This is an optimization exercise on Yosys and OpenROAD, whose aim is small area, not a production implementation. Only simulation tests tie the RTL to the original design; equivalence was not proved. Power figures rest on the tool's default switching activity, not on a simulated workload.

===== design/flow/design.v =====
`timescale 1ns/1ps
module data_shifter
   (
   mem_clk,
   rst_n,
   mem_mr_xfer_valid,
   mem_mr_error,
   cont_wr_rd_req,
   mem_mr_xfer_wr_rd,
   mem_mr_xfer_btype,
   mem_mr_xfer_addr,
   mem_mr_xfer_len,
   mem_mr_wdata_valid,
   mem_mr_wdata,
   mem_mr_wlast,
   mem_mr_wstrb,
   mr8_bsize,
   xmittr_ack,
   mem_mr_xfer_ack,
   xmit_engn_wdata_ack,
   mem_mr_wdata_ack,
   spl_dpd_entry_valid,
   spl_dpd_exit_valid,
   spl_hs_entry_valid,
   spl_hs_exit_valid,
   spl_glbl_reset_valid,
   mem_spl_xfer_in_prgrs,
   mr_access_reg,
   mr_access,
   dpd_exit_cycle_cnt,
   hs_exit_cycle_cnt,
   mem_base_addr,
   mem_top_addr,
   cmd,
   mr8_btype,
   start_track,  
   wr_rd,        
   first_addr,   
   xfer_btype,
   xfer_mem_len,
   wr_tcem_pg_bndry_expired,
   wr_last_addr,
  mr8_rbx,
  prev_cmd,
  rd_done_reg,
  rd_pg_bndry_expired_sync,
  rd_last_addr,
  rd_cnt_sync,
  min_dqs_cnt_rch,
   rd_done,
   rd_stretch,
   dqs_timeout,
   almost_full_reg,
   pending_xfer,
   rcv_dq_fifo_flush_en,
   rcv_dq_fifo_flush_done,
   spl_instrn_dpd_exit_prgrs,
   spl_instrn_hs_exit_prgrs,
   spl_instrn_glbl_rst_prgrs,
   tcem_expired,
   tcph_expired,
   trc_expired,
   trst_expired,
   txhs_expired,
   txdpd_expired,
   sclk_en,
   ce_n_ip,
   dq_out_ip,
   dm_ip,
   dq_oe_ip,
   dm_oe_ip
   );
parameter AXI_DATA_WIDTH = 32;  
parameter FIFO_ADDR_WIDTH = 4;
localparam DQS_CNT_WIDTH = (AXI_DATA_WIDTH==32) ? 10: ((AXI_DATA_WIDTH==64) ? 11 : 12);
localparam INCR = 2'b01;
localparam WRAP = 2'b10;
input                      mem_clk;
input                      rst_n;
input                      mem_mr_xfer_valid;
input [1:0]                mem_mr_error;
input                      cont_wr_rd_req;
input                      mem_mr_xfer_wr_rd;
input [1:0]                mem_mr_xfer_btype;
input [31:0]               mem_mr_xfer_addr;
input [DQS_CNT_WIDTH-1:0]  mem_mr_xfer_len;
input                      mem_mr_wdata_valid;
input [31:0]               mem_mr_wdata;
input [3:0]                mem_mr_wstrb;
input                      mem_mr_wlast;
output [1:0]               mr8_bsize;
output                     xmittr_ack;
input                      mem_mr_xfer_ack;
output                     xmit_engn_wdata_ack;
input                      mem_mr_wdata_ack;
input                      spl_dpd_entry_valid;
input                      spl_dpd_exit_valid;
input                      spl_hs_entry_valid;
input                      spl_hs_exit_valid;
input                      spl_glbl_reset_valid;
output                     mem_spl_xfer_in_prgrs;
output                     mr_access_reg;
input                      mr_access;
input [3:0]                dpd_exit_cycle_cnt;
input [3:0]                hs_exit_cycle_cnt;
input [24:0]               mem_base_addr;
input [24:0]               mem_top_addr;
input   [7:0]              cmd;
output                     start_track;  
output                     wr_rd;        
output  [31:0]             first_addr;   
output [1:0]               xfer_btype;
output [DQS_CNT_WIDTH-1:0] xfer_mem_len;
input                      wr_tcem_pg_bndry_expired;
input   [31:0]             wr_last_addr;
output                     mr8_rbx;
output  [7:0]              prev_cmd;
output                     rd_done_reg;
input                      rd_pg_bndry_expired_sync;
input  [31:0]              rd_last_addr;
input                      rd_cnt_sync;
input                      min_dqs_cnt_rch;
input tcem_expired;
input                      rd_done;
input                      rd_stretch;
input                      dqs_timeout;
input                      almost_full_reg;
output                     pending_xfer;
output                     rcv_dq_fifo_flush_en;
input                      rcv_dq_fifo_flush_done;
output                     mr8_btype;
output                     spl_instrn_dpd_exit_prgrs;
output                     spl_instrn_hs_exit_prgrs;
output                     spl_instrn_glbl_rst_prgrs;
input                      tcph_expired;
input                      trc_expired;
input                      trst_expired;
input                      txhs_expired;
input                      txdpd_expired;
output                     sclk_en;
output                     ce_n_ip;
output   [15:0]            dq_out_ip;
output   [1:0]             dm_ip;
output                     dq_oe_ip;
output                     dm_oe_ip;
localparam [3:0] IDLE                   = 4'd0;
localparam [3:0] SEND_CMD               = 4'd1;
localparam [3:0] ADDR                   = 4'd2;
localparam [3:0] TX_LATENCY             = 4'd3;
localparam [3:0] TX_DATA                = 4'd4;
localparam [3:0] WAIT_TR_EXPIRY         = 4'd5;
localparam [3:0] HS_EXIT                = 4'd6;
localparam [3:0] DPD_EXIT               = 4'd7;
localparam [3:0] RD_DATA                = 4'd8;
localparam [3:0] RD_ERR_FINISH          = 4'd9;
localparam [3:0] WR_ERR_FINISH          = 4'd10;
localparam [3:0] WAIT_RCV_DQ_FIFO_FLUSH = 4'd11;
localparam [3:0] ADDR2                  = 4'd12;  
reg [3:0]               pres_state, next_state;
reg [1:0]               mr8_bsize, next_mr8_bsize;
reg                     xmittr_ack, next_xmittr_ack;
reg                     xmit_engn_wdata_ack_int, next_xmit_engn_wdata_ack_int;
reg                     mem_spl_xfer_in_prgrs, next_mem_spl_xfer_in_prgrs;
reg                     rcv_dq_fifo_flush_en, next_rcv_dq_fifo_flush_en;
reg                     mr8_btype, next_mr8_btype;
reg                     start_track, next_start_track;
reg                     wr_rd, next_wr_rd;
reg [31:0]              first_addr, next_first_addr;
reg [1:0]               xfer_btype, next_xfer_btype;
reg [DQS_CNT_WIDTH-1:0] xfer_mem_len, next_xfer_mem_len;
reg                     mr8_rbx, next_mr8_rbx;
reg                     sclk_en, next_sclk_en;
reg                     ce_n_ip, next_ce_n_ip;
reg [15:0]              dq_out_ip, next_dq_out_ip;
reg [1:0]               dm_ip, next_dm_ip;
reg                     dq_oe_ip, next_dq_oe_ip;
reg                     rd_done_reg, next_rd_done_reg;
reg [3:0]               cntr, next_cntr;
reg                     success_xfer, next_success_xfer;
reg [2:0]               wr_lat_m1, next_wr_lat_m1;  
reg [7:0]               prev_cmd, next_prev_cmd;
reg [1:0]               addr_cntr, next_addr_cntr;
reg                     tcem_expired_reg, next_tcem_expired_reg;
reg                     pending_xfer, next_pending_xfer;
reg                     reg_1, next_reg_1;
reg                     cnt, next_cnt;
reg [36:0]              wr_data_reg0, next_wr_data_reg0;
reg [36:0]              wr_data_reg1, next_wr_data_reg1;
reg [1:0]               wdata_avail_cnt, next_wdata_avail_cnt;
reg                     trc_expired_reg, next_trc_expired_reg;
reg                     tcph_expired_reg, next_tcph_expired_reg;
reg                     spl_instrn_glbl_rst_prgrs, next_spl_instrn_glbl_rst_prgrs;
reg                     min_one_wr_xfer_cmplt, next_min_one_wr_xfer_cmplt;
reg                     odd_wrap_wr_xfer, next_odd_wrap_wr_xfer;
reg                     odd_wrap_wr_rem, next_odd_wrap_wr_rem;
reg [8:0]               rem_wr_data, next_rem_wr_data;
reg                     mr_access_reg, next_mr_access_reg;
reg                     spl_dpd_exit_valid_reg, next_spl_dpd_exit_valid_reg;
reg                     spl_dpd_entry_valid_reg, next_spl_dpd_entry_valid_reg;
reg                     spl_hs_exit_valid_reg, next_spl_hs_exit_valid_reg;
reg                     spl_hs_entry_valid_reg, next_spl_hs_entry_valid_reg;
reg                     spl_glbl_reset_valid_reg, next_spl_glbl_reset_valid_reg;
reg                     pending_mr8_wr, next_pending_mr8_wr;
assign dm_oe_ip = dq_oe_ip & wr_rd;
assign spl_instrn_hs_exit_prgrs  = (pres_state == HS_EXIT);
assign spl_instrn_dpd_exit_prgrs = (pres_state == DPD_EXIT);
wire [31:0] first_addr_dur_rd_tcem_expiry = rd_last_addr + 32'd1;
wire [31:0] bndry_chk_addr = tcem_expired_reg ? first_addr_dur_rd_tcem_expiry : first_addr;
wire mem_boundary_cross = (bndry_chk_addr < {7'd0, mem_base_addr}) || (bndry_chk_addr > {7'd0, mem_top_addr});
wire [36:0] sel_data      = reg_1 ? wr_data_reg1 : wr_data_reg0;
wire        last_xfer     = sel_data[36];
wire        last_xfer_lsb = last_xfer && (&sel_data[35:34]);
wire        cont_wr_xfer_valid = cont_wr_rd_req & mem_mr_xfer_valid & (!(|mem_mr_error)) & mem_mr_xfer_wr_rd;
wire [36:0] wbeat = {mem_mr_wlast, ~mem_mr_wstrb, mem_mr_wdata};
assign xmit_engn_wdata_ack = wdata_avail_cnt==2 ? 1'b0 : xmit_engn_wdata_ack_int;
wire        wr_acc = mem_mr_wdata_valid && xmit_engn_wdata_ack;
wire [6:0] req_in_wrap_size = mem_mr_xfer_len << 1;
wire [6:0] ap_mem_wrap_size = 7'b10000 << mr8_bsize;
wire [5:1] wa = mem_mr_xfer_addr[5:1];
wire [5:1] wa_inc = wa + 5'd1;
reg  [5:0] wrap_lo;
always @ *
begin
   case(mr8_bsize)
   2'b00: wrap_lo = {wa[5:4], wa_inc[3:1], 1'b0};
   2'b01: wrap_lo = {wa[5], wa_inc[4:1], 1'b0};
   2'b10: wrap_lo = {wa_inc[5:1], 1'b0};
   default: wrap_lo = {wa[5:1], 1'b1};
   endcase
end
wire odd_wrap_wr = mem_mr_xfer_btype==WRAP && mem_mr_xfer_wr_rd && mem_mr_xfer_addr[0];
wire [31:0] idle_first_addr = {mem_mr_xfer_addr[31:6], (odd_wrap_wr && !mr_access) ? wrap_lo : {mem_mr_xfer_addr[5:1], 1'b0}};
always @ (posedge mem_clk or negedge rst_n)
begin
if(~rst_n)
begin
   pres_state                   <= IDLE;
   mr8_bsize                    <= 2'b01;
   xmittr_ack                   <= 1'b0;
   xmit_engn_wdata_ack_int      <= 1'b0;
   mem_spl_xfer_in_prgrs        <= 1'b0;
   mr8_btype                    <= 1'b1;
   rcv_dq_fifo_flush_en         <= 1'b0;
   start_track                  <= 1'b0;
   wr_rd                        <= 1'b0;
   first_addr                   <= 32'd0;
   xfer_btype                   <= 2'd0;
   xfer_mem_len                 <= {DQS_CNT_WIDTH{1'b0}};
   mr8_rbx                      <= 1'b0;
   sclk_en                      <= 1'b0;
   ce_n_ip                      <= 1'b1;
   dq_out_ip                    <= 16'd0;
   dm_ip                        <= 2'd0;
   dq_oe_ip                     <= 1'b0;
   rd_done_reg                  <= 1'b0;
   cntr                         <= 4'd0;
   success_xfer                 <= 1'b0;
   wr_lat_m1                    <= 3'd4;
   prev_cmd                     <= 8'd0;
   addr_cntr                    <= 2'd0;
   tcem_expired_reg             <= 1'b0;
   pending_xfer                 <= 1'b0;
   reg_1                        <= 1'b0;
   cnt                          <= 1'b0;
   wr_data_reg0                 <= 37'd0;
   wr_data_reg1                 <= 37'd0;
   wdata_avail_cnt              <= 2'd0;
   trc_expired_reg              <= 1'b0;
   tcph_expired_reg             <= 1'b0;
   spl_instrn_glbl_rst_prgrs    <= 1'b0;
   min_one_wr_xfer_cmplt        <= 1'b0;
   odd_wrap_wr_xfer             <= 1'b0;
   odd_wrap_wr_rem              <= 1'b0;
   rem_wr_data                  <= 9'd0;
   mr_access_reg                <= 1'b1;
   spl_dpd_exit_valid_reg       <= 1'b0;
   spl_dpd_entry_valid_reg      <= 1'b0;
   spl_hs_exit_valid_reg        <= 1'b0;
   spl_hs_entry_valid_reg       <= 1'b0;
   spl_glbl_reset_valid_reg     <= 1'b0;
   pending_mr8_wr               <= 1'b0;
end
else
begin
   pres_state                   <= next_state;
   mr8_bsize                    <= next_mr8_bsize;
   xmittr_ack                   <= next_xmittr_ack;
   xmit_engn_wdata_ack_int      <= next_xmit_engn_wdata_ack_int;
   mem_spl_xfer_in_prgrs        <= next_mem_spl_xfer_in_prgrs;
   mr8_btype                    <= next_mr8_btype;
   rcv_dq_fifo_flush_en         <= next_rcv_dq_fifo_flush_en;
   start_track                  <= next_start_track;
   wr_rd                        <= next_wr_rd;
   first_addr                   <= next_first_addr;
   xfer_btype                   <= next_xfer_btype;
   xfer_mem_len                 <= next_xfer_mem_len;
   mr8_rbx                      <= next_mr8_rbx;
   sclk_en                      <= next_sclk_en;
   ce_n_ip                      <= next_ce_n_ip;
   dq_out_ip                    <= next_dq_out_ip;
   dm_ip                        <= next_dm_ip;
   dq_oe_ip                     <= next_dq_oe_ip;
   rd_done_reg                  <= next_rd_done_reg;
   cntr                         <= next_cntr;
   success_xfer                 <= next_success_xfer;
   wr_lat_m1                    <= next_wr_lat_m1;
   prev_cmd                     <= next_prev_cmd;
   addr_cntr                    <= next_addr_cntr;
   tcem_expired_reg             <= next_tcem_expired_reg;
   pending_xfer                 <= next_pending_xfer;
   reg_1                        <= next_reg_1;
   cnt                          <= next_cnt;
   wr_data_reg0                 <= next_wr_data_reg0;
   wr_data_reg1                 <= next_wr_data_reg1;
   wdata_avail_cnt              <= next_wdata_avail_cnt;
   trc_expired_reg              <= next_trc_expired_reg;
   tcph_expired_reg             <= next_tcph_expired_reg;
   spl_instrn_glbl_rst_prgrs    <= next_spl_instrn_glbl_rst_prgrs;
   min_one_wr_xfer_cmplt        <= next_min_one_wr_xfer_cmplt;
   odd_wrap_wr_xfer             <= next_odd_wrap_wr_xfer;
   odd_wrap_wr_rem              <= next_odd_wrap_wr_rem;
   rem_wr_data                  <= next_rem_wr_data;
   mr_access_reg                <= next_mr_access_reg;
   spl_dpd_exit_valid_reg       <= next_spl_dpd_exit_valid_reg;
   spl_dpd_entry_valid_reg      <= next_spl_dpd_entry_valid_reg;
   spl_hs_exit_valid_reg        <= next_spl_hs_exit_valid_reg;
   spl_hs_entry_valid_reg       <= next_spl_hs_entry_valid_reg;
   spl_glbl_reset_valid_reg     <= next_spl_glbl_reset_valid_reg;
   pending_mr8_wr               <= next_pending_mr8_wr;
end
end
always @ *
begin
next_state                   = pres_state;
next_mr8_bsize               = mr8_bsize;
next_xmittr_ack              = 1'b0;
next_mem_spl_xfer_in_prgrs   = mem_spl_xfer_in_prgrs;
next_mr8_btype               = mr8_btype;
next_rcv_dq_fifo_flush_en    = 1'b0;
next_start_track             = wr_rd ? 1'b0 : start_track;
next_wr_rd                   = wr_rd;
next_first_addr              = first_addr;
next_mr8_rbx                 = mr8_rbx;
next_sclk_en                 = sclk_en;
next_ce_n_ip                 = ce_n_ip;
next_dq_out_ip               = dq_out_ip;
next_dm_ip                   = dm_ip;
next_dq_oe_ip                = dq_oe_ip;
next_rd_done_reg             = rd_done ? 1'b1 : rd_done_reg;
next_cntr                    = |cntr ? cntr - 4'd1 : cntr;
next_success_xfer            = success_xfer;
next_wr_lat_m1               = wr_lat_m1;
next_prev_cmd                = prev_cmd;
next_addr_cntr               = addr_cntr;
next_tcem_expired_reg        = tcem_expired_reg;
next_pending_xfer            = pending_xfer;
next_reg_1                   = reg_1;
next_cnt                     = cnt==0 && wr_acc ? 1'b1 : cnt;
next_wr_data_reg0            = cnt==0 && wr_acc ? wbeat : wr_data_reg0;
next_wr_data_reg1            = cnt==1 && wr_acc ? wbeat : wr_data_reg1;
next_wdata_avail_cnt         = wr_acc && success_xfer ? wdata_avail_cnt + 2'd1 : wdata_avail_cnt;
next_xmit_engn_wdata_ack_int = cnt==0 && success_xfer ? 1'b1 :
                               cnt==1 && success_xfer && (!reg_1) && mem_mr_wdata_valid ? 1'b0 : xmit_engn_wdata_ack_int && success_xfer;
next_trc_expired_reg           = trc_expired ? 1'b1 : trc_expired_reg;
next_tcph_expired_reg          = tcph_expired ? 1'b1 : tcph_expired_reg;
next_spl_instrn_glbl_rst_prgrs = spl_instrn_glbl_rst_prgrs;
next_min_one_wr_xfer_cmplt     = min_one_wr_xfer_cmplt;
next_xfer_btype                = mem_mr_xfer_ack ? mem_mr_xfer_btype : xfer_btype;
next_xfer_mem_len              = mem_mr_xfer_ack ? mem_mr_xfer_len : xfer_mem_len;
next_odd_wrap_wr_xfer          = odd_wrap_wr_xfer;
next_odd_wrap_wr_rem           = odd_wrap_wr_rem;
next_rem_wr_data               = rem_wr_data;
next_mr_access_reg             = mr_access_reg;
next_spl_dpd_exit_valid_reg    = spl_dpd_exit_valid ? 1'b1 : spl_dpd_exit_valid_reg;
next_spl_dpd_entry_valid_reg   = spl_dpd_entry_valid ? 1'b1 : spl_dpd_entry_valid_reg;
next_spl_hs_exit_valid_reg     = spl_hs_exit_valid ? 1'b1 : spl_hs_exit_valid_reg;
next_spl_hs_entry_valid_reg    = spl_hs_entry_valid ? 1'b1 : spl_hs_entry_valid_reg;
next_spl_glbl_reset_valid_reg  = spl_glbl_reset_valid ? 1'b1 : spl_glbl_reset_valid_reg;
next_pending_mr8_wr            = pending_mr8_wr;
case(pres_state)
IDLE:
begin
next_sclk_en           = 1'b0;
next_ce_n_ip           = 1'b1;
next_mem_spl_xfer_in_prgrs = 1'b0;
next_dq_oe_ip          = 1'b0;
next_trc_expired_reg   = 1'b0;
next_tcph_expired_reg  = 1'b0;
next_cntr              = (spl_dpd_exit_valid || spl_dpd_exit_valid_reg) ? dpd_exit_cycle_cnt : hs_exit_cycle_cnt;
   if(mem_mr_xfer_valid)
   begin
      if(|mem_mr_error)
      begin
         next_success_xfer = 1'b0;
         next_xmittr_ack   = 1'b1;
         next_state        = mem_mr_xfer_wr_rd ? WR_ERR_FINISH : RD_ERR_FINISH;
      end
      else
      begin
        if(mem_mr_xfer_btype==WRAP && (|(req_in_wrap_size^ap_mem_wrap_size)) && (!pending_mr8_wr))
         begin
         next_pending_mr8_wr = 1'b1;
         next_mr8_btype     = 1'b1;
         next_mr8_bsize     = (mem_mr_xfer_len[3] ? 2'b00 : mem_mr_xfer_len[4] ? 2'b01 : 2'b10);
         next_success_xfer  = 1'b0;
         next_mr_access_reg = 1'b1;
         next_start_track   = 1'b0;
         next_wr_rd         = 1'b1;
         next_first_addr    = {24'd0, 8'd8};  
         next_ce_n_ip       = 1'b0;
         next_state         = SEND_CMD;
         end
         else
         begin
         next_success_xfer  = 1'b1;
         next_xmittr_ack    = 1'b1;
         next_mr_access_reg = mr_access;
         next_start_track   = !mr_access && !mem_mr_xfer_wr_rd;
         next_wr_rd         = mem_mr_xfer_wr_rd;
         next_first_addr    = idle_first_addr;
         next_addr_cntr     = {mem_mr_xfer_addr[1],1'b0};
         next_odd_wrap_wr_xfer = odd_wrap_wr;
         next_ce_n_ip       = 1'b0;
         next_state         = SEND_CMD;
         end
      end
   end
   else if (spl_dpd_entry_valid || spl_hs_entry_valid || spl_glbl_reset_valid ||
            spl_dpd_entry_valid_reg || spl_hs_entry_valid_reg || spl_glbl_reset_valid_reg )
   begin
      next_mr_access_reg             = 1'b1;
      next_spl_dpd_entry_valid_reg   = 1'b0 ;
      next_spl_hs_entry_valid_reg    = 1'b0 ;
      next_spl_glbl_reset_valid_reg  = 1'b0 ;
      next_ce_n_ip                   = 1'b0;
      next_state                     = SEND_CMD;
      next_wr_rd                     = 1'b1;
      next_mem_spl_xfer_in_prgrs     = 1'b1;
      next_first_addr                = {24'd0, 8'd6};  
      next_wr_data_reg0              = spl_dpd_entry_valid || spl_dpd_entry_valid_reg ? {wr_data_reg0 [36:8],8'hC0} :
                                       spl_hs_entry_valid || spl_hs_entry_valid_reg ? {wr_data_reg0 [36:8],8'hF0} : wr_data_reg0;
      next_mr8_btype                 = spl_hs_entry_valid || spl_hs_entry_valid_reg ? mr8_btype  : 1'b1;
      next_mr8_bsize                 = spl_hs_entry_valid || spl_hs_entry_valid_reg ? mr8_bsize  : 2'b01;
      next_mr8_rbx                   = spl_hs_entry_valid || spl_hs_entry_valid_reg ? mr8_rbx    : 1'b0;
      next_wr_lat_m1                 = spl_hs_entry_valid || spl_hs_entry_valid_reg ? wr_lat_m1  : 3'd4;
      next_spl_instrn_glbl_rst_prgrs = spl_glbl_reset_valid || spl_glbl_reset_valid_reg ? 1'b1 : spl_instrn_glbl_rst_prgrs;
   end
   else if (spl_dpd_exit_valid || spl_dpd_exit_valid_reg)
   begin
      next_spl_dpd_exit_valid_reg    = 1'b0;
      next_ce_n_ip                   = 1'b0;
      next_state                     = DPD_EXIT;
      next_mem_spl_xfer_in_prgrs     = 1'b1;
   end
   else if(spl_hs_exit_valid || spl_hs_exit_valid_reg)
   begin
      next_spl_hs_exit_valid_reg    = 1'b0;
      next_ce_n_ip                  = 1'b0;
      next_state                    = HS_EXIT;
      next_mem_spl_xfer_in_prgrs    = 1'b1;
   end
end
SEND_CMD:
begin
   next_sclk_en     = 1'b1;
   next_dq_oe_ip    = 1'b1;
   next_dm_ip       = 2'b00;
   next_state       = ADDR;
   if(pending_xfer)
   begin
      next_pending_xfer = 1'b0;
      next_dq_out_ip   = (wr_rd ? {8'hA0,8'hA0} : {8'h20,8'h20});
      next_prev_cmd    = wr_rd ? 8'hA0 : 8'h20;
   end
   else
   begin
      next_dq_out_ip = pending_mr8_wr ? { 8'hC0, 8'hC0} : {cmd, cmd};
      next_prev_cmd  = cmd;
   end
end
ADDR:  
begin
   next_cntr       = {1'b0, wr_lat_m1};
   next_dq_out_ip  = {first_addr[23:16],first_addr[31:24]};
   next_dm_ip      = 2'b00;
   next_state      = ADDR2;
end
ADDR2:  
begin
   next_cntr        = {1'b0, wr_lat_m1};
   next_dq_out_ip   = {first_addr[7:0],first_addr[15:8]};
   next_dm_ip       = 2'b00;
   next_state       = mr_access_reg ? (wr_rd ? TX_DATA : RD_DATA) : (wr_rd ? TX_LATENCY : RD_DATA);
   next_start_track = mr_access_reg ? 1'b0 : start_track;
end
TX_LATENCY:
begin
   next_start_track = (cntr==4'd2);
   if(cntr==4'd0)
   begin
      if (|wdata_avail_cnt)
      begin
      next_min_one_wr_xfer_cmplt = 1'b1;
      next_sclk_en = odd_wrap_wr_xfer ? 1'b0 : 1'b1;
      next_rem_wr_data  = odd_wrap_wr_xfer ? (addr_cntr[1] ? {wr_data_reg0[35],wr_data_reg0[31:24]} :
                          {wr_data_reg0[33],wr_data_reg0[15:8]} ) : rem_wr_data;
      next_odd_wrap_wr_xfer = 1'b0;
      next_odd_wrap_wr_rem  = odd_wrap_wr_xfer ? 1'b1 : odd_wrap_wr_rem ;
         case(addr_cntr)
            2'b00:
            begin
               next_dq_out_ip       = sel_data[15:0];
               next_dm_ip           = sel_data[33:32];
               next_addr_cntr       = last_xfer_lsb & cont_wr_xfer_valid ? {mem_mr_xfer_addr[1],1'b0} : 2'd2;
               next_state           = last_xfer_lsb ? (cont_wr_xfer_valid ? TX_DATA : WAIT_TR_EXPIRY) : pres_state;
               next_xmittr_ack      = last_xfer_lsb ? cont_wr_xfer_valid : 1'b0;
               next_reg_1           = last_xfer_lsb ? 1'b0 : reg_1;
               next_cnt             = last_xfer_lsb ? 1'b0 : (cnt==0 && wr_acc) || cnt;
               next_wdata_avail_cnt = last_xfer_lsb ? 2'd0 : (wr_acc ? wdata_avail_cnt+2'd1 : wdata_avail_cnt);
               next_pending_xfer    = last_xfer_lsb ? cont_wr_xfer_valid : 1'b1;
            end
            2'b10:
            begin
               next_dq_out_ip       = sel_data[31:16];
               next_dm_ip           = sel_data[35:34];
               next_addr_cntr       = last_xfer & cont_wr_xfer_valid ? {mem_mr_xfer_addr[1],1'b0} : 2'd0;
               next_state           = last_xfer ? (cont_wr_xfer_valid ? TX_DATA : WAIT_TR_EXPIRY) : TX_DATA;
               next_xmittr_ack      = last_xfer ? cont_wr_xfer_valid : 1'b0;
               next_reg_1           = last_xfer ? 1'b0 : !reg_1;
               next_cnt             = last_xfer ? 1'b0 : (reg_1 ? ((cnt==0 && wr_acc) || cnt) : 1'b0);
               next_wdata_avail_cnt = last_xfer ? 2'd0 : (wr_acc ? wdata_avail_cnt : wdata_avail_cnt-2'd1);
               next_pending_xfer    = last_xfer ? cont_wr_xfer_valid : 1'b1;
            end
            default;
         endcase
      end
      else
      begin
         next_state        = TX_DATA;
         next_reg_1        = 1'b0;
         next_sclk_en      = 1'b0;
      end
   end
end
TX_DATA:
begin
   if(mem_spl_xfer_in_prgrs)  
   begin
      next_dq_out_ip     = wr_data_reg0[15:0];
      next_dm_ip         = 2'b10;
      next_state         = spl_instrn_glbl_rst_prgrs ? WAIT_TR_EXPIRY : IDLE;
   end
   else if(mr_access_reg)  
   begin
      if(|wdata_avail_cnt || pending_mr8_wr)
      begin
         next_pending_mr8_wr  = 1'b0;
         next_sclk_en         = 1'b1;
         next_addr_cntr       = 2'd0;
         next_state           = WAIT_TR_EXPIRY;
         next_reg_1           = 1'b0;
         next_cnt             = 1'b0;
         next_wdata_avail_cnt = 2'd0;
         next_dq_out_ip       = pending_mr8_wr ? {2{4'd0,mr8_rbx, mr8_btype, mr8_bsize}} :
                                |first_addr[1:0] ? wr_data_reg0[31:16] : {8'd0,wr_data_reg0[7:0]};
         next_dm_ip           = pending_mr8_wr ? 2'b00 : |first_addr[1:0] ? wr_data_reg0[35:34] : {1'b1,wr_data_reg0[32]};
         case(first_addr[3:0])
         4'd8:
         begin
            next_mr8_bsize  = pending_mr8_wr ? mr8_bsize: wr_data_reg0[1:0];
            next_mr8_btype  = pending_mr8_wr ? mr8_btype: wr_data_reg0[2];
            next_mr8_rbx    = pending_mr8_wr ? mr8_rbx  : wr_data_reg0[3];
         end
         4'd4:
         begin
            next_wr_lat_m1 = wr_data_reg0[7:5] ==3'd0 ? 3'd2 :
                             wr_data_reg0[7:5] ==3'd4 ? 3'd3 :
                             wr_data_reg0[7:5] ==3'd2 ? 3'd4 :
                             wr_data_reg0[7:5] ==3'd6 ? 3'd5 :
                             wr_data_reg0[7:5] ==3'd1 ? 3'd6 : 3'd4;
         end
         default;
         endcase
      end
      else
      begin
         next_sclk_en = 1'b0;
      end
   end
   else  
   begin
      if(wr_tcem_pg_bndry_expired && ((xfer_btype==WRAP && sclk_en) || xfer_btype==INCR))
      begin
         next_sclk_en    = 1'b0;
         next_first_addr = sclk_en ? wr_last_addr : wr_last_addr-32'd2;
         next_reg_1      = |wdata_avail_cnt ? reg_1 : 1'b0;
         next_state      = WAIT_TR_EXPIRY;
         next_pending_xfer  = min_one_wr_xfer_cmplt ? pending_xfer : 1'b1;
      end
      else if(|wdata_avail_cnt)
      begin
         next_sclk_en          = odd_wrap_wr_xfer ? 1'b0 : 1'b1;
         next_rem_wr_data      = odd_wrap_wr_xfer ? (addr_cntr[1] ? {wr_data_reg0[35],wr_data_reg0[31:24]} :
                                 {wr_data_reg0[33],wr_data_reg0[15:8]} ) : rem_wr_data;
         next_odd_wrap_wr_xfer = 1'b0;
         case(addr_cntr[1:0])
         2'b00:
         begin
         next_odd_wrap_wr_rem  = last_xfer_lsb ? 1'b0 : (odd_wrap_wr_xfer ? 1'b1 : odd_wrap_wr_rem);
         next_dq_out_ip    = last_xfer_lsb && odd_wrap_wr_rem ? {rem_wr_data[7:0],sel_data[7:0]} : sel_data[15:0];
         next_dm_ip        = last_xfer_lsb && odd_wrap_wr_rem ? {rem_wr_data[8],sel_data[32]} : sel_data[33:32];
         next_addr_cntr    = last_xfer_lsb & cont_wr_xfer_valid ? {mem_mr_xfer_addr[1],1'b0} : 2'd2;
         next_state        = last_xfer_lsb ? (cont_wr_xfer_valid ? pres_state : WAIT_TR_EXPIRY) : pres_state;
         next_xmittr_ack   = last_xfer_lsb ? cont_wr_xfer_valid : 1'b0;
         next_reg_1        = last_xfer_lsb ? 1'b0 : reg_1;
         next_cnt          = last_xfer_lsb ? 1'b0 : (cnt==0 && wr_acc) || cnt;
         next_wdata_avail_cnt = last_xfer_lsb ? 2'd0 : (wr_acc ? wdata_avail_cnt+2'd1 : wdata_avail_cnt);
         next_pending_xfer  = last_xfer_lsb ? cont_wr_xfer_valid : 1'b1;
         end
         2'b10:
         begin
         next_odd_wrap_wr_rem  = last_xfer ? 1'b0 : (odd_wrap_wr_xfer ? 1'b1 : odd_wrap_wr_rem);
         next_dq_out_ip    = last_xfer && odd_wrap_wr_rem ? {rem_wr_data[7:0],sel_data[23:16]} : sel_data[31:16];
         next_dm_ip        = last_xfer && odd_wrap_wr_rem ? {rem_wr_data[8],sel_data[34]} : sel_data[35:34];
         next_addr_cntr    = last_xfer & cont_wr_xfer_valid ? {mem_mr_xfer_addr[1],1'b0} : 2'd0;
         next_state        = last_xfer ? (cont_wr_xfer_valid ? pres_state : WAIT_TR_EXPIRY) : pres_state;
         next_xmittr_ack   = last_xfer ? cont_wr_xfer_valid : 1'b0;
         next_reg_1        = last_xfer ? 1'b0 : !reg_1;
         next_cnt          = last_xfer ? 1'b0 : (reg_1 ? ((cnt==0 && wr_acc) || cnt) : 1'b0);
         next_wdata_avail_cnt = last_xfer ? 2'd0 : (wr_acc ? wdata_avail_cnt : wdata_avail_cnt-2'd1);
         next_pending_xfer  = last_xfer ? cont_wr_xfer_valid : 1'b1;
         end
         default;
         endcase
      end
      else
      begin
         next_sclk_en = 1'b0;
         next_reg_1   = 1'b0;
      end
   end
end
HS_EXIT:
begin
   if(~|cntr)
   begin
      next_ce_n_ip               = 1'b1;
      next_mem_spl_xfer_in_prgrs = txhs_expired ? 1'b0 : mem_spl_xfer_in_prgrs;
      next_state                 = txhs_expired ? IDLE : pres_state;
   end
end
DPD_EXIT:
begin
   if(~|cntr)
   begin
      next_ce_n_ip               = 1'b1;
      next_mem_spl_xfer_in_prgrs = txdpd_expired ? 1'b0 : mem_spl_xfer_in_prgrs;
      next_state                 = txdpd_expired ? IDLE : pres_state;
   end
end
RD_DATA:
begin
next_dq_oe_ip = 1'b0;
next_cntr     = 4'd3;
   if(dqs_timeout)
   begin
      next_pending_xfer      = 1'b0;
      next_start_track       = 1'b0;
      next_rd_done_reg       = 1'b0;
      next_state             = WAIT_RCV_DQ_FIFO_FLUSH;
   end
   else if(rd_done || rd_done_reg)
   begin
      next_sclk_en           = 1'b1;
      next_state             = start_track ? pres_state : (rd_cnt_sync ? pres_state : (rd_pg_bndry_expired_sync ? pres_state : WAIT_RCV_DQ_FIFO_FLUSH)) ;
      next_start_track       = min_dqs_cnt_rch ? 1'b0 : start_track;
   end
   else if( tcem_expired || rd_pg_bndry_expired_sync)
   begin
      next_tcem_expired_reg       = tcem_expired ? 1'b1 : tcem_expired_reg;
      next_pending_xfer           = 1'b1;
      next_first_addr             = tcem_expired ? first_addr : first_addr_dur_rd_tcem_expiry;
      next_state                  = WAIT_TR_EXPIRY;
      next_start_track            = min_dqs_cnt_rch ? 1'b0 : start_track;
      next_sclk_en                = 1'b1;
   end
   else
   begin
      next_sclk_en              = !rd_stretch;
   end
end
WAIT_TR_EXPIRY:
begin
   next_sclk_en          = 1'b0;
   next_dq_oe_ip         = 1'b0;
   next_dm_ip            = 2'd0;
   next_ce_n_ip          = sclk_en ? ce_n_ip : 1'b1;
   next_cntr             = 4'd3;
   if(spl_instrn_glbl_rst_prgrs)  
   begin
      next_mem_spl_xfer_in_prgrs = trst_expired ? 1'b0 : mem_spl_xfer_in_prgrs;
      next_spl_instrn_glbl_rst_prgrs = trst_expired ? 1'b0 : spl_instrn_glbl_rst_prgrs;
      next_state            = trst_expired ? IDLE : pres_state;
   end
   else
   begin
      next_min_one_wr_xfer_cmplt = 1'b0;
      next_sclk_en       = wr_rd ? 1'b0 : (start_track ? sclk_en : (rd_cnt_sync ? 1'b1 : (rd_pg_bndry_expired_sync ? 1'b1 : 1'b0)));
      next_start_track   = min_dqs_cnt_rch ? 1'b0 : start_track;
      if(rd_done || rd_done_reg)
      begin
      next_pending_xfer  = 1'b0;
      next_state         = start_track ? pres_state : (rd_cnt_sync ? pres_state : (rd_pg_bndry_expired_sync ? pres_state : WAIT_RCV_DQ_FIFO_FLUSH)) ;
      next_rd_done_reg   = 1'b1;
      end
      else if((trc_expired || trc_expired_reg) && (tcph_expired || tcph_expired_reg) && (!almost_full_reg))
      begin
         next_trc_expired_reg  = 1'b0;
         next_tcph_expired_reg = 1'b0;
         next_tcem_expired_reg = 1'b0;
         next_first_addr       = mem_boundary_cross ? {7'd0,mem_base_addr} : wr_rd ? first_addr : first_addr_dur_rd_tcem_expiry;
         if(pending_xfer)
         begin
            next_state           = SEND_CMD;
            next_ce_n_ip         = 1'b0;
            next_start_track     = !wr_rd;
            next_xfer_btype      = 2'd1;
         end
         else
         begin
            next_success_xfer    = 1'b0;
            next_state           = IDLE;
            next_ce_n_ip         = 1'b1;
            next_cnt             = 1'b0;
            next_reg_1           = 1'b0;
            next_wdata_avail_cnt = 2'd0;
         end
      end
   end
end
RD_ERR_FINISH:
begin
 next_rd_done_reg = 1'b0;
 next_state = rd_done ? IDLE : pres_state;
end
WR_ERR_FINISH:
begin
 next_state = mem_mr_wdata_valid && mem_mr_wlast && mem_mr_wdata_ack ? IDLE : pres_state;
end
WAIT_RCV_DQ_FIFO_FLUSH:
begin
   next_sclk_en   = 1'b0;
   next_ce_n_ip   = sclk_en ? ce_n_ip : 1'b1;
   next_rd_done_reg = cntr==4'd1 ? 1'b0 : rd_done_reg;
   next_rcv_dq_fifo_flush_en = cntr==4'd1;
   next_state     = rcv_dq_fifo_flush_done ? WAIT_TR_EXPIRY : pres_state;
end
default: ;
endcase
end
endmodule

===== design/flow/flow/run.sh =====
#!/bin/bash
# Layout flow: the standard ORFS flow (standard.sh) with these changes:
#  - synthesis is the standard flow's own script, except that the one technology-mapping
#    call to ABC uses the area-oriented ABC script flow/abc_area.script
#    (registers are not touched by ABC, so they are the standard synthesis's);
#  - port buffers use the smallest buffer cell;
#  - clock tree synthesis inserts no dummy loads and uses larger sink clusters.
# Each tool's output goes to a log file in the folder the flow runs in.
set -euo pipefail
W=$PWD
export MY_ABC_SCRIPT=$W/flow/abc_area.script
{
  cat <<'TCL'
proc abc {args} {
  set i [lsearch -exact $args -script]
  if { $i >= 0 } { lset args [expr {$i + 1}] $::env(MY_ABC_SCRIPT) }
  yosys abc {*}$args
}
TCL
  cat $W/synth_recipe.tcl
} > $W/area_synth.tcl
bash standard.sh "SYNTH_SCRIPT=$W/area_synth.tcl" "BUFFER_PORTS_ARGS=-buffer_cell sky130_fd_sc_hd__buf_1" \
  "CTS_ARGS=-sink_clustering_enable -repair_clock_nets -dont_use_dummy_load -sink_clustering_size 40 -sink_clustering_max_diameter 100" \
  finish > orfs_flow.log 2>&1

===== design/flow/flow/abc_area.script =====
strash
&get -n
&deepsyn -T 60
&st
&syn2
&if -g -K 6
&synch2
&nf
&st
&syn2
&if -g -K 6
&synch2
&nf
&put
buffer -c
upsize -D 3500
dnsize -D 3500
topo
stime -c

===== design/flow/standard.sh =====
#!/bin/bash
# synth_recipe.tcl (not shown) runs the flow's synth.tcl, then flattens the netlist and writes it again
# the make line also repeats each setting of config.mk as NAME=value (left out here)
make -C /OpenROAD-flow-scripts/flow DESIGN_CONFIG=/design/flow/config.mk WORK_HOME=/design/flow/orfs CLKGATE_MAP_FILE= SYNTH_SCRIPT=/design/flow/synth_recipe.tcl "${@:-finish}"

===== design/flow/config.mk =====
export PLATFORM = sky130hd
export DESIGN_NAME = data_shifter
export DESIGN_NICKNAME = data_shifter
export VERILOG_FILES = /design/flow/design.v
export SDC_FILE = /design/flow/constraint.sdc
export NUM_CORES = 4
export LEC_CHECK = 0
export CAP_MARGIN = 20
export CORE_MARGIN = 2
export CORE_UTILIZATION = 55
export PLACE_DENSITY = 0.7
export SLEW_MARGIN = 20

===== design/flow/constraint.sdc =====
create_clock -name core_clock -period 6.0 [get_ports {mem_clk}]
set_input_delay 1.2000 -clock core_clock [delete_from_list [all_inputs] [get_ports {mem_clk}]]
set_output_delay 1.2000 -clock core_clock [all_outputs]
set_load 0.01 [all_outputs]

==> impl_metrics.py, run 1 <==
metrics = {
    "power_and_ir_drop": {
        "p_per_area_nw_per_um2": 178,
        "leakage_nw": 6.56,
        "p_sw_uw": 746,
        "power_frac_seq": 0.509,
        "p_clk_frac": 0.361,
        "irDropWorstVdd_mv": 0.161,
        "swShare": 0.271,
        "p_comb_frac": 0.130,
        "intPower_mw": 2.00,
    },
    "synthesis": {
        "ys_seq_elements": 200,
        "async_reset_ff_frac": 1.00,
        "yosys-top-cells-area": "dfrtp_1 36%, nand2_1 6.9%, ha_1 5.3%",
        "ys_seq_area_frac": 0.374,
        "syn_avg_cell_area_sq_um": 8.41,
        "synth_area_leader_cell": "dfrtp_1",
        "synth_area_sq_um": 13400,
        "yosysWarnings": 1,
        "yosys_most_used_dff": "dfrtp_1",
        "synth.top_cell.area_share": 0.364,
        "synth_edf_count": 0,
        "synth_cells": 1593,
        "syn_nets": 1892,
        "synth_cell_types": 68,
    },
    "final_layout": {
        "final_cells": 2216,
        "post_route_cells_drive_above_1_share": 0.0661,
        "fin_nets": 2192,
        "area_growth_pct": 15.4,
        "num-fill-cells": 2200,
        "ff_latch_area_sq_um": 5010,
        "multi_input_area_sq_um": 7830,
        "largest_registers": "wr_data_reg0 x37, wr_data_reg1 x37, first_addr x32",
    },
    "worst_setup_path": {
        "critPathBufInv": 1,
        "path_cells": "buf_1 -> nand4_1 -> or4b_2 -> nor2_1 -> nand2_1 -> xor2_1 -> a21oi_1 -> ha_1 -> a211oi_1 -> o21ai_0 -> o211a_1 -> o31ai_1 -> a21oi_1 -> o41ai_1 -> nor4_1 -> o21ai_4 -> o21ai_0",
        "path_delay_family": "compound AO/OA/AOI/OAI gates",
        "cp-end-kind": "flip-flop",
        "max_stage_delay_ps": 740,
        "cp.arrival_ps": 5640,
        "cpMaxStageDelayCell": "or4b_2",
        "cp_data_required_time_ps": 6300,
        "critPathKind": "input port to flip-flop",
        "critPathMaxFanout": 25,
        "startpoint_type": "input port",
    },
    "grt": {
        "antenna_found_initial": 2,
        "grtUsageTotal": 0.411,
        "grt_pass1_vias": 13962,
        "grt_pass1_wl_um": 81000,
        "grt.overflow.total": 0,
        "grt_max_degree": 142,
    },
    "routing": {
        "dr_total_vias": 14475,
        "wl_per_cell_um": 24.1,
        "drc": 0,
        "vias_per_cell": 6.53,
        "ant_nets": 0,
        "drtIter0Drc": 1658,
        "firstDrtPassIters": 9,
        "totalWireLength_um": 53400,
    },
    "cts": {
        "postCtsSetupBuffers": 0,
        "h-tree-depth": 4,
        "path_clk_slew_ps": 80,
        "cts.sinks": 200,
        "cts_buffer_depth": 2,
        "hold_buffers": 0,
        "numCtsBuffers": 17,
        "cts_tree": "yes",
        "clk_latency_ps": 460,
        "cts-root-buf": "clkbuf_16",
        "cts-resized-gates": 0,
    },
    "sta": {
        "period_share": 0.891,
        "hold_ws_ps": 477,
        "layout_min_cycle_time_ps": 5350,
        "fin_skew_ps": 51.3,
        "rsz0062_at_grt": "false",
        "tns_ps": 0,
        "tightestPinTransition_ps": 1100,
        "hold_viol": 0,
        "drv_slew": 0,
        "fmax_mhz": 187,
        "relSlewSlack": 0.266,
        "setup_viol": 0,
    },
    "placement": {
        "io_buffers": 331,
        "dp_hpwl_um": 41000,
        "dpl.cell_count": 2198,
        "gp_congestion": 1.00,
    },
    "floorplanning": {
        "dieArea_sq_um": 25600,
        "fp.dieH_um": 160,
        "die_w_um": 160,
        "core_sq_um": 24100,
        "rows": 57,
        "start_util": 0.556,
        "io_pins": 332,
    },
    "outcome": {
        "outcome": "no timing/DRC/antenna violations",
    },
    "worst_hold_path": {
        "holdCritPathClass": "flip-flop to flip-flop",
    },
    "job": {
        "maxCapViolations": 0,
    },
}
## worst reg2reg max path, cell delays in order, from the launching register on
cell     delay (ps)
dfrtp_1        1070
nor2_1          430
nand2_1         290
nor2_1          120
nor2_1          370
o21ai_0         170
nor4_1          810
nand3_1         800
nand2_1         260
o21ai_0         140
## path summary, 6_finish.rpt
path,from,endpoint,slack (ps),cells past startpoint
hold reg to reg,prev_cmd[2]$_DFFE_PN0P_,prev_cmd[2]$_DFFE_PN0P_,480,2
hold / removal,prev_cmd[2]$_DFFE_PN0P_,prev_cmd[2]$_DFFE_PN0P_,480,2
min in group asynchronous,rst_n,cntr[0]$_DFFE_PN0P_,890,1
setup / recovery,rd_last_addr[6],first_addr[27]$_DFFE_PN0P_,650,17
setup reg to reg,pres_state[3]$_DFFE_PN0P_,rem_wr_data[1]$_DFFE_PN0P_,1370,9
max in group asynchronous,rst_n,wr_data_reg0[3]$_DFFE_PN0P_,3800,2
## logic make-up after synthesis
| kind of cell | Yosys count | share of synthesized area |
|---|---|---|
| simple gates | 614 | 0.211 |
| mux | 77 | 0.0631 |
| xor+xnor | 69 | 0.0451 |
| compound gates | 418 | 0.209 |
| fa+ha+maj | 57 | 0.0532 |
| flops | 200 | 0.374 |
| buf+inv | 158 | 0.0443 |
## cells in the final DEF, fill, tap and decap left out, drive strengths merged, types with 6 or more instances in the layout
| cell type | n |
|---|---|
| and2 | 12 |
| a22oi | 14 |
| nor2b | 7 |
| nand4 | 18 |
| nor4 | 22 |
| ha | 57 |
| o211ai | 25 |
| o31ai | 8 |
| clkbuf | 19 |
| and3 | 17 |
| mux2i | 26 |
| nand2 | 248 |
| nand3b | 6 |
| xor2 | 33 |
| nor3 | 49 |
| o22a | 7 |
| or3 | 11 |
| nand2b | 19 |
| a41oi | 7 |
| buf | 360 |
| a21oi | 93 |
| a31oi | 33 |
| o2bb2ai | 6 |
| o21ai | 97 |
| a221oi | 13 |
| or2 | 9 |
| dfrtp | 195 |
| nand3 | 36 |
| mux2 | 50 |
| a211oi | 14 |
| inv | 77 |
| xnor2 | 36 |
| o22ai | 8 |
| nor2 | 137 |
| a222oi | 19 |
| a22o | 19 |
| a21o | 7 |
## synth_stat cells (all sizes together) (5+ instances only)
cell       n
o2bb2ai    6
a21oi     93
nor4      22
a21o       7
o21ai     97
and2      12
a32oi      5
nand2    248
dfstp      5
mux2      50
mux2i     26
or4        5
and4       5
or2        9
or3       11
o22ai      8
a22o      19
nor2     137
o211ai    25
a22oi     14
xnor2     36
inv       77
a221oi    13
nand3b     6
nand2b    19
a211oi    14
dfrtp    195
o31ai      8
a41oi      7
nand3     36
o22a       7
ha        57
nand4     18
and3      17
nor2b      7
a31oi     33
nor3      49
buf        9
a222oi    19
clkbuf    72
xor2      33
## area by class of cell
type	instances	area share
Multi-Input combinational cell	1235	0.507
Sequential cell	200	0.324
Timing Repair Buffer	362	0.0966
Clock buffer	17	0.0275
Tap cell	324	0.0262
Inverter	77	0.0187
Antenna cell	1	0.000162
## stage by stage
step | instance area (sq um) | worst slack, ps | power, mW | utilization
2_1_floorplan | 13400 | 931 | 1.58 | -
3_3_place_gp | 15000 | 91.5 | 1.77 | 0.623
3_5_place_dp | 15000 | 261 | 1.78 | 0.623
4_1_cts | 15500 | 714 | 2.74 | 0.641
5_1_grt | 15500 | 228 | 2.84 | 0.641
6_report | 15500 | 654 | 2.75 | 0.641
## layer usage
layer | track usage | share of wire | vias to the layer above
li1 | - | - | 6381
met1 | 0.529 | 0.39 | 6958
met2 | 0.667 | 0.46 | 950
met3 | 0.0883 | 0.10 | 184
met4 | 0.187 | 0.051 | 2
met5 | 0 | 0.00024 | -
## power by group through the flow
stage / Sequential, mW / Combinational (mW) / Clock, mW
3_5_place_dp: 1.42 / 0.350 / 0
3_3_place_gp: 1.42 / 0.345 / 0
2_1_floorplan: 1.42 / 0.161 / 0
5_1_grt: 1.40 / 0.397 / 1.04
6_report: 1.40 / 0.356 / 0.993
4_1_cts: 1.40 / 0.352 / 0.988
==> inputs of run 2 (changes only) <==
--- a/design/flow/design.v
+++ b/design/flow/design.v
@@ -208,3 +208,15 @@
 wire [31:0] bndry_chk_addr = tcem_expired_reg ? first_addr_dur_rd_tcem_expiry : first_addr;
-wire mem_boundary_cross = (bndry_chk_addr < {7'd0, mem_base_addr}) || (bndry_chk_addr > {7'd0, mem_top_addr});
+reg bc_lt, bc_gt;
+integer k;
+always @ *
+begin
+   bc_lt = 1'b0;
+   bc_gt = 1'b0;
+   for (k = 0; k < 25; k = k + 1)
+   begin
+      bc_lt = (~bndry_chk_addr[k] & mem_base_addr[k]) | (~bndry_chk_addr[k] & bc_lt) | (mem_base_addr[k] & bc_lt);
+      bc_gt = (bndry_chk_addr[k] & ~mem_top_addr[k]) | (bndry_chk_addr[k] & bc_gt) | (~mem_top_addr[k] & bc_gt);
+   end
+end
+wire mem_boundary_cross = (|bndry_chk_addr[31:25]) | bc_lt | bc_gt;
 wire [36:0] sel_data      = reg_1 ? wr_data_reg1 : wr_data_reg0;
--- a/design/flow/flow/run.sh
+++ b/design/flow/flow/run.sh
@@ -6,3 +6,3 @@
 #  - port buffers use the smallest buffer cell;
-#  - clock tree synthesis inserts no dummy loads and uses larger sink clusters.
+#  - clock tree synthesis inserts no dummy loads.
 # Each tool's output goes to a log file in the folder the flow runs in.
@@ -22,3 +22,3 @@
 bash standard.sh "SYNTH_SCRIPT=$W/area_synth.tcl" "BUFFER_PORTS_ARGS=-buffer_cell sky130_fd_sc_hd__buf_1" \
-  "CTS_ARGS=-sink_clustering_enable -repair_clock_nets -dont_use_dummy_load -sink_clustering_size 40 -sink_clustering_max_diameter 100" \
+  "CTS_ARGS=-sink_clustering_enable -repair_clock_nets -dont_use_dummy_load" \
   finish > orfs_flow.log 2>&1
==> design/flow/flow/abc_area.script (replaced) <==
strash
&get -n
&deepsyn -T 180
&put
dch -f
map -D 3500
buffer -c
upsize -D 3500
dnsize -D 3500
topo
stime -c
--- a/design/flow/config.mk
+++ b/design/flow/config.mk
@@ -9,4 +9,4 @@
 export CORE_MARGIN = 2
-export CORE_UTILIZATION = 55
-export PLACE_DENSITY = 0.7
+export CORE_UTILIZATION = 62
+export PLACE_DENSITY = 0.75
 export SLEW_MARGIN = 20
==> run 2 against run 1 <==
Effect of this change:
- worst hold slack gained 13 ps
- core utilization grew 10 points
- global-route usage grew 3.2 points
- setup slack lost 300 ps
- via count grew 0.12%
- sequential power grew 79%
- die area shrank 17%
- flip-flop and latch count is the same
- wire length shrank 9.5%
==> impl_metrics.py, run 2 <==
metrics = {
    "floorplanning": {
        "core_sq_um": 19600,
        "dieArea_sq_um": 21200,
        "rows": 51,
        "fp.dieH_um": 146,
        "die_w_um": 146,
        "start_util": 0.634,
        "io_pins": 332,
    },
    "grt": {
        "grt_pass1_wl_um": 73400,
        "grt_pass1_vias": 13491,
        "grtUsageTotal": 0.443,
        "grt.overflow.total": 0,
        "antenna_found_initial": 0,
        "grt_max_degree": 174,
    },
    "final_layout": {
        "final_cells": 2246,
        "fin_area_sq_um": 14600,
        "mostFrequentLayoutCells": "329 x buf_1, 290 x nand2_1, 229 x inv_1",
        "final_common_cell": "buf_1",
        "diodes": 0,
        "fin_nets": 2233,
        "area_growth_pct": 17.1,
        "largest_registers": "wr_data_reg0 x37, wr_data_reg1 x37, first_addr x32",
        "post_route_cells_drive_above_1_share": 0.0550,
    },
    "synthesis": {
        "ys_seq_area_frac": 0.403,
        "syn_nets": 1903,
        "synth_area_sq_um": 12400,
        "yosys-top-cells-area": "dfrtp_1 39%, nand2_1 8.8%, inv_1 6.9%",
        "synth_most_common_cell": "nand2_1",
        "synth.top_cell.area_share": 0.393,
        "ys_seq_elements": 200,
        "synth_area_leader_cell": "dfrtp_1",
        "synth_cells": 1653,
        "yosysWarnings": 1,
        "syn_avg_cell_area_sq_um": 7.52,
        "yosys_most_used_dff": "dfrtp_1",
        "async_reset_ff_frac": 1.00,
        "synth_edf_count": 0,
        "synth_cell_types": 72,
        "synth_common_cells": "291 x nand2_1, 229 x inv_1, 216 x nor2_1",
    },
    "routing": {
        "ant_nets": 0,
        "vias_per_cell": 6.45,
        "dr_total_vias": 14492,
        "wl_per_cell_um": 21.5,
        "drtIter0Drc": 2079,
        "firstDrtPassIters": 8,
        "wl_met2_um": 21500,
        "highest_layer": "met4",
        "drt-met1-wl_um": 17700,
        "wl_met3_um": 6460,
        "totalWireLength_um": 48400,
        "drc": 0,
    },
    "worst_setup_path": {
        "critPathBufInv": 3,
        "startpoint_type": "input port",
        "cpMaxStageDelayCell": "a221oi_2",
        "cp_data_required_time_ps": 6340,
        "max_stage_delay_ps": 330,
        "cp.arrival_ps": 5980,
        "critPathKind": "input port to flip-flop",
        "path_delay_family": "simple AND/OR/NAND/NOR gates",
        "critPathMaxFanout": 6,
        "cp-end-kind": "flip-flop",
    },
    "sta": {
        "drv_slew": 0,
        "fmax_mhz": 177,
        "setup_viol": 0,
        "layout_min_cycle_time_ps": 5640,
        "hold_ws_ps": 490,
        "tightestPinTransition_ps": 1180,
        "hold_viol": 0,
        "relSlewSlack": 0.204,
        "tns_ps": 0,
        "period_share": 0.941,
        "fin_skew_ps": 42.9,
    },
    "outcome": {
        "outcome": "no timing/DRC/antenna violations",
    },
    "placement": {
        "dp_hpwl_um": 37200,
        "gp_congestion": 1.01,
        "placed_area_sq_um": 14000,
        "io_buffers": 331,
        "dpl.cell_count": 2223,
    },
    "cts": {
        "cts_tree": "yes",
        "path_clk_slew_ps": 60,
        "numCtsBuffers": 17,
        "h-tree-depth": 4,
        "cts-root-buf": "clkbuf_16",
        "hold_buffers": 0,
        "cts_buffer_depth": 2,
        "clk_latency_ps": 460,
        "cts.sinks": 200,
    },
    "power_and_ir_drop": {
        "leakage_nw": 6.48,
        "irDropWorstVdd_mv": 0.277,
        "power_mw": 6.79,
        "p_per_area_nw_per_um2": 466,
    },
    "job": {
        "maxCapViolations": 0,
    },
    "worst_hold_path": {
        "holdCritPathClass": "flip-flop to flip-flop",
    },
}
run 2: changes by cell type in the layout (fill, tap and decap cells not counted), moves of 22 or more:
cell and change:
mux2i_1 -25, nor3_1 -26, a21oi_1 -33, ha_1 -50
o21ai_0 +69, o22ai_1 +22, mux2_2 -41, inv_1 +152
a22oi_1 +62, nor2_1 +76, nand2_1 +42, xnor2_1 -26
run 2: final cells by class:
| class | instances | area (sq um) |
|---|---|---|
| Multi-Input combinational cell | 1170 | 6410 |
| Fill cell | 1562 | 5040 |
| Clock buffer | 17 | 425 |
| Inverter | 232 | 881 |
| Sequential cell | 200 | 5010 |
| Timing Repair Buffer | 362 | 1500 |
| Tap cell | 265 | 332 |
run 2: worst paths after layout:
check	from	endpoint	slack, ps	cells after the start
setup reg to reg	tcem_expired_reg$_DFFE_PN0P_	first_addr[0]$_DFFE_PN0P_	930	26
hold / removal	wr_data_reg1[6]$_DFFE_PN0P_	wr_data_reg1[6]$_DFFE_PN0P_	490	2
setup / recovery	rd_last_addr[2]	first_addr[0]$_DFFE_PN0P_	360	29
max in group asynchronous	rst_n	mem_spl_xfer_in_prgrs$_DFFE_PN0P_	3870	2
min in group asynchronous	rst_n	first_addr[17]$_DFFE_PN0P_	750	1
hold reg to reg	wr_data_reg1[6]$_DFFE_PN0P_	wr_data_reg1[6]$_DFFE_PN0P_	490	2
run 2: per-stage QoR:
stage               setup slack (ps)   util
floorplan                       1100      -
global placement                84.8  0.714
detailed placement             -75.2  0.714
CTS                              350  0.736
global route                   -13.0  0.743
finish                           356  0.743
run 2: cell families after synthesis:
kind of cell             synth area share
AND/OR/NAND/NOR                     0.220
AO/OA/AOI/OAI                       0.246
buffers and inverters              0.0886
flip-flops                          0.403
XOR/XNOR                           0.0247
multiplexers                      0.00896
adder cells (fa/ha/maj)           0.00886
run 2: layer usage:
| layer | vias to the layer above | global-route usage |
|---|---|---|
| li1 | 6348 | - |
| met4 | 0 | 0.209 |
| met1 | 6689 | 0.594 |
| met5 | - | 0 |
| met2 | 1228 | 0.694 |
| met3 | 227 | 0.0918 |
run 2: report_power, final:
part | internal (mW) | switching, mW | total (mW)
sequential | 1.94 | 0.576 | 2.51
combinational | 1.07 | 2.22 | 3.30
clock | 0.495 | 0.485 | 0.980
run 2: what timing repair did:
| item | CTS | global route |
|---|---|---|
| gates resized for setup | 0 | 23 |
| hold endpoints to repair | 0 | 0 |
| endpoints found under the setup margin | 0 | 36 |
| setup buffers | 0 | 6 |
run 2: worst min-delay path, stage by stage, from the launching register on:
cell and delay [ps]:
dfrtp_1 340, nand2_1 50, o21ai_0 60
==> inputs of run 3 (changes only) <==
--- a/design/flow/config.mk
+++ b/design/flow/config.mk
@@ -9,4 +9,5 @@
 export CORE_MARGIN = 2
-export CORE_UTILIZATION = 62
-export PLACE_DENSITY = 0.75
+export CORE_UTILIZATION = 55
+export GPL_TIMING_DRIVEN = 0
+export PLACE_DENSITY = 0.7
 export SLEW_MARGIN = 20
==> run 3 against run 2 <==
Effect of this change:
- global-route usage down 3.1 points
- synthesized cell count unchanged
- synthesized area unchanged
- critical path depth up 1
==> impl_metrics.py, run 3 <==
metrics = {
    "floorplanning": {
        "rows": 55,
        "dieArea_sq_um": 23800,
        "core_sq_um": 22400,
        "die_w_um": 154,
        "start_util": 0.554,
        "io_pins": 332,
        "fp.dieH_um": 154,
    },
    "synthesis": {
        "ys_seq_area_frac": 0.403,
        "ys_seq_elements": 200,
        "syn_nets": 1903,
        "synth_cells": 1653,
        "synth_edf_count": 0,
        "yosys-top-cells-area": "dfrtp_1 39%, nand2_1 8.8%, inv_1 6.9%",
        "synth.top_cell.area_share": 0.393,
        "synth_cell_types": 72,
        "yosys_most_used_dff": "dfrtp_1",
        "syn_avg_cell_area_sq_um": 7.52,
        "synth_area_sq_um": 12400,
        "yosysWarnings": 1,
        "async_reset_ff_frac": 1.00,
        "synth_area_leader_cell": "dfrtp_1",
        "synth_most_common_cell": "nand2_1",
        "synth_common_cells": "291 x nand2_1, 229 x inv_1, 216 x nor2_1",
    },
    "final_layout": {
        "post_route_cells_drive_above_1_share": 0.0522,
        "fin_nets": 2265,
        "mostFrequentLayoutCells": "328 x buf_1, 291 x nand2_1, 229 x inv_1",
        "fin_util": 0.657,
        "fin_area_sq_um": 14700,
        "final_common_cell": "buf_1",
        "area_growth_pct": 18.6,
        "largest_registers": "wr_data_reg0 x37, wr_data_reg1 x37, first_addr x32",
        "diodes": 0,
    },
    "worst_hold_path": {
        "holdCritPathClass": "flip-flop to flip-flop",
    },
    "cts": {
        "hold_buffers": 0,
        "cts_tree": "yes",
        "cts.sinks": 200,
        "clk_latency_ps": 460,
        "numCtsBuffers": 17,
        "cts-root-buf": "clkbuf_16",
        "path_clk_slew_ps": 60,
        "cts_buffer_depth": 2,
        "h-tree-depth": 4,
    },
    "power_and_ir_drop": {
        "leakage_nw": 6.53,
        "power_mw": 6.79,
        "p_per_area_nw_per_um2": 461,
        "irDropWorstVdd_mv": 0.253,
    },
    "sta": {
        "period_share": 0.956,
        "fin_skew_ps": 50.4,
        "drv_slew": 0,
        "setup_slack_ps": 266,
        "setup_viol": 0,
        "relSlewSlack": 0.423,
        "tightestPinTransition_ps": 844,
        "fmax_mhz": 174,
        "hold_viol": 0,
        "layout_min_cycle_time_ps": 5730,
        "hold_ws_ps": 475,
    },
    "worst_setup_path": {
        "critPathKind": "input port to flip-flop",
        "critPathMaxFanout": 10,
        "cp_data_required_time_ps": 6280,
        "max_stage_delay_ps": 360,
        "cpMaxStageDelayCell": "a221oi_2",
        "cp_common_cell": "nand2_1",
        "cp-end-kind": "flip-flop",
        "startpoint_type": "input port",
        "cp.arrival_ps": 6010,
    },
    "placement": {
        "placed_area_sq_um": 14200,
        "dp_slack_ps": -422,
        "gp_congestion": 1.03,
        "io_buffers": 330,
        "dp_hpwl_um": 39400,
    },
    "routing": {
        "drtIter0Drc": 1831,
        "drc": 0,
        "firstDrtPassIters": 6,
        "ant_nets": 0,
        "totalWireLength_um": 50000,
        "vias_per_cell": 6.27,
        "wl_per_cell_um": 21.8,
        "dr_total_vias": 14402,
    },
    "grt": {
        "antenna_found_initial": 0,
        "grt_max_degree": 34,
        "grt_pass1_vias": 13230,
        "grt_pass1_wl_um": 75200,
        "grtUsageTotal": 0.412,
        "grt.overflow.total": 0,
    },
    "job": {
        "maxCapViolations": 0,
    },
    "outcome": {
        "outcome": "no timing/DRC/antenna violations",
    },
}
## run 3: path summary, 6_finish.rpt
kind / startpoint / to / slack [ps] / cells after the start
max: rd_last_addr[0] / first_addr[15]$_DFFE_PN0P_ / 270 / 30
min: wr_lat_m1[0]$_DFFE_PN0P_ / wr_lat_m1[0]$_DFFE_PN0P_ / 480 / 2
max reg2reg: pres_state[3]$_DFFE_PN0P_ / dq_out_ip[12]$_DFFE_PN0P_ / 480 / 14
min reg2reg: wr_lat_m1[0]$_DFFE_PN0P_ / wr_lat_m1[0]$_DFFE_PN0P_ / 480 / 2
max in group asynchronous: rst_n / wr_data_reg1[6]$_DFFE_PN0P_ / 4080 / 4
min in group asynchronous: rst_n / first_addr[5]$_DFFE_PN0P_ / 830 / 1
## run 3: metrics by stage
step           cells  setup TNS (ps)
2_1_floorplan   1653               0
3_3_place_gp    2268        -1203330
3_5_place_dp    2275          -10840
4_1_cts         2293               0
5_1_grt         2298            -153
6_report        2298               0
## run 3: worst max-delay path: cells and delay by family
| kind | cells | cell delay [ps] |
|---|---|---|
| adders and majority gates | 1 | 200 |
| AOI/OAI and AO/OA | 8 | 1440 |
| and+or+nand+nor | 18 | 2600 |
| buffers and inverters | 3 | 530 |
## run 3: routing by layer
metal,track usage,share of wire
met1,0.574,0.40
met2,0.649,0.44
met3,0.0813,0.11
met4,0.140,0.037
met5,0,0
## run 3: kinds of logic after synthesis
logic type      synth area share
xor+xnor                  0.0247
compound gates             0.246
mux                      0.00896
buf+inv                   0.0886
flops                      0.403
simple gates               0.220
fa+ha+maj                0.00886
## run 3: cell type report
class	instances	area, sq um
sequential	200	5010
inverter	232	878
timing repair buffer	343	1440
buffer	51	244
fill	2055	7690
multi-input combinational	1170	6380
clock buffer	17	425
tap	285	357
## run 3: report_power, final
part / leakage, nW / internal [mW] / switching (mW)
clock network: 0.209 / 0.495 / 0.481
logic: 3.87 / 1.05 / 2.26
registers: 2.46 / 1.94 / 0.562
## run 3: what timing repair did
action | CTS | global route
setup endpoints to repair | 3 | 42
resized for setup | 1 | 28
setup buffers | 1 | 5
pin swaps | 0 | 2
==> inputs of run 4 (changes only) <==
--- a/design/flow/config.mk
+++ b/design/flow/config.mk
@@ -10,3 +10,2 @@
 export CORE_UTILIZATION = 55
-export GPL_TIMING_DRIVEN = 0
 export PLACE_DENSITY = 0.7
==> run 4 against run 3 <==
Effect of this change:
- global-route usage fell by 2.2 points
- synthesized cell count did not move
- combinational power fell by 3%
- critical endpoint is now first_addr[26]$_DFFE_PN0P_
==> impl_metrics.py, run 4 <==
metrics = {
    "outcome": {
        "outcome": "no timing/DRC/antenna violations",
    },
    "cts": {
        "cts_buffer_depth": 2,
        "cts-root-buf": "clkbuf_16",
        "h-tree-depth": 4,
        "numCtsBuffers": 17,
        "cts.sinks": 200,
        "cts_tree": "yes",
        "clk_latency_ps": 450,
    },
    "worst_setup_path": {
        "cpMaxStageDelayCell": "o2111ai_4",
        "r2r-end": "first_addr[31]$_DFFE_PN0P_",
        "reg2regPathDepth": 23,
        "r2r_start": "sclk_en$_DFFE_PN0P_",
        "critPathKind": "input port to flip-flop",
        "critPathMaxFanout": 28,
        "cp_data_required_time_ps": 6320,
        "path_delay_family": "compound AO/OA/AOI/OAI gates",
        "cp-end-kind": "flip-flop",
        "critPathBufInv": 2,
        "max_stage_delay_ps": 300,
        "rrSetupSlack_ps": 1090,
    },
    "routing": {
        "vias_per_cell": 6.13,
        "firstDrtPassIters": 6,
        "ant_nets": 0,
        "totalWireLength_um": 47200,
        "dr_total_vias": 13884,
    },
    "final_layout": {
        "final_cells": 2265,
        "area_growth_pct": 17.0,
        "mostFrequentLayoutCells": "330 x buf_1, 290 x nand2_1, 229 x inv_1",
        "diodes": 0,
        "fin_nets": 2232,
        "fin_util": 0.648,
        "fin_area_sq_um": 14500,
        "final_common_cell": "buf_1",
    },
    "sta": {
        "fmax_mhz": 180,
        "hold_viol": 0,
        "drv_slew": 0,
        "layout_min_cycle_time_ps": 5550,
        "setup_slack_ps": 447,
        "tightestPinTransition_ps": 1090,
        "setup_viol": 0,
        "hold_ws_ps": 487,
        "relSlewSlack": 0.276,
    },
    "grt": {
        "grt_pass1_wl_um": 72300,
        "grt_pass1_vias": 12954,
        "antenna_found_initial": 0,
        "grt.overflow.total": 0,
        "grtUsageTotal": 0.390,
    },
    "placement": {
        "placed_area_sq_um": 14100,
        "dp_slack_ps": -68.8,
        "gp_congestion": 1.01,
    },
    "power_and_ir_drop": {
        "p_per_area_nw_per_um2": 460,
        "leakage_nw": 6.47,
    },
    "floorplanning": {
        "fp.dieH_um": 154,
        "start_util": 0.554,
        "die_w_um": 154,
        "core_sq_um": 22400,
        "io_pins": 332,
    },
    "synthesis": {
        "async_reset_ff_frac": 1.00,
        "synth_common_cells": "291 x nand2_1, 229 x inv_1, 216 x nor2_1",
        "synth_most_common_cell": "nand2_1",
        "synth_cells": 1653,
        "synth_cell_types": 72,
        "yosysWarnings": 1,
        "syn_nets": 1903,
        "synth.top_cell.area_share": 0.393,
        "synth_area_leader_cell": "dfrtp_1",
    },
    "worst_hold_path": {
        "hold_end": "wr_data_reg1[5]$_DFFE_PN0P_",
        "hold_path_depth": 2,
        "worstHoldStart": "wr_data_reg1[5]$_DFFE_PN0P_",
        "holdCritPathClass": "flip-flop to flip-flop",
    },
    "job": {
        "maxCapViolations": 0,
    },
}
run 4: cell count changes in the layout (fill, tap and decap cells not counted), moves of 4 or more:
cell,delta
clkbuf_1,-33
buf_2,-8
o21ai_1,-4
o21ai_0,+5
buf_4,+20
clkbuf_2,-4
run 4: metal layers:
layer	vias to the layer above	track usage	share of wire
li1	6338	-	-
met1	6523	0.544	0.42
met2	899	0.608	0.45
met3	124	0.0855	0.10
met4	0	0.133	0.035
met5	-	0	0
run 4: layout make-up:
class / instances / area [sq um]
multi-input combinational: 1170 / 6360
tap: 285 / 357
clock buffer: 17 / 425
fill: 2096 / 7890
sequential: 200 / 5010
inverter: 232 / 878
timing repair buffer: 361 / 1510
run 4: power breakdown:
group          total, mW  switching (mW)  internal [mW]
Sequential          2.50           0.560           1.94
Combinational       3.23            2.17           1.07
Clock              0.965           0.470          0.495
Total               6.70            3.20           3.50
run 4: worst max path at each step:
stage,startpoint,to,slack (ps),depth (start not counted)
floorplan,rd_last_addr[0],mr8_bsize[1]$_DFFE_PN0P_,1100,29
global placement,rd_last_addr[0],first_addr[25]$_DFFE_PN0P_,160,29
detailed placement,rd_last_addr[0],first_addr[25]$_DFFE_PN0P_,-70,29
CTS,rd_last_addr[0],first_addr[25]$_DFFE_PN0P_,360,29
global route,wr_last_addr[1],first_addr[30]$_DFFE_PN0P_,10,29
finish,rd_last_addr[0],first_addr[26]$_DFFE_PN0P_,450,28
run 4: per-stage QoR:
stage / power [mW] / setup TNS [ps]
CTS: 6.58 / 0
global placement: 5.55 / 0
floorplan: 4.30 / 0
global route: 7.08 / 0
finish: 6.70 / 0
detailed placement: 5.61 / -91.3
run 4: worst register-to-register path: stages, from the launching register on:
cell and delay, ps:
dfrtp_1 420, inv_1 260, nand2_1 90, nor2_1 220, nand2_1 80, nor2_1 120, nand2_1 100, nor3_1 310
nand2_1 170, nor4_2 280, nand2_1 130, or4_1 480, nor2_1 120, nand2_1 100, nor3_1 270, nand2_1 120
nor3_1 180, nand2_1 100, or2_2 310, nor4_1 380, nand2_1 120, xnor2_1 140, a22oi_1 180, o211ai_1 110
run 4: cell families after synthesis:
| logic type | after synthesis | synth area share |
|---|---|---|
| adder cells (fa/ha/maj) | 9 | 0.00886 |
| XOR/XNOR | 35 | 0.0247 |
| AND/OR/NAND/NOR | 646 | 0.220 |
| multiplexers | 10 | 0.00896 |
| buffers and inverters | 283 | 0.0886 |
| flip-flops | 200 | 0.403 |
| AO/OA/AOI/OAI | 470 | 0.246 |
run 4: timing repair:
| item | 4_1_cts | 5_1_grt |
|---|---|---|
| buffers inserted | 0 | 2 |
| gates resized for setup | 0 | 9 |
| setup endpoints to repair | 0 | 22 |
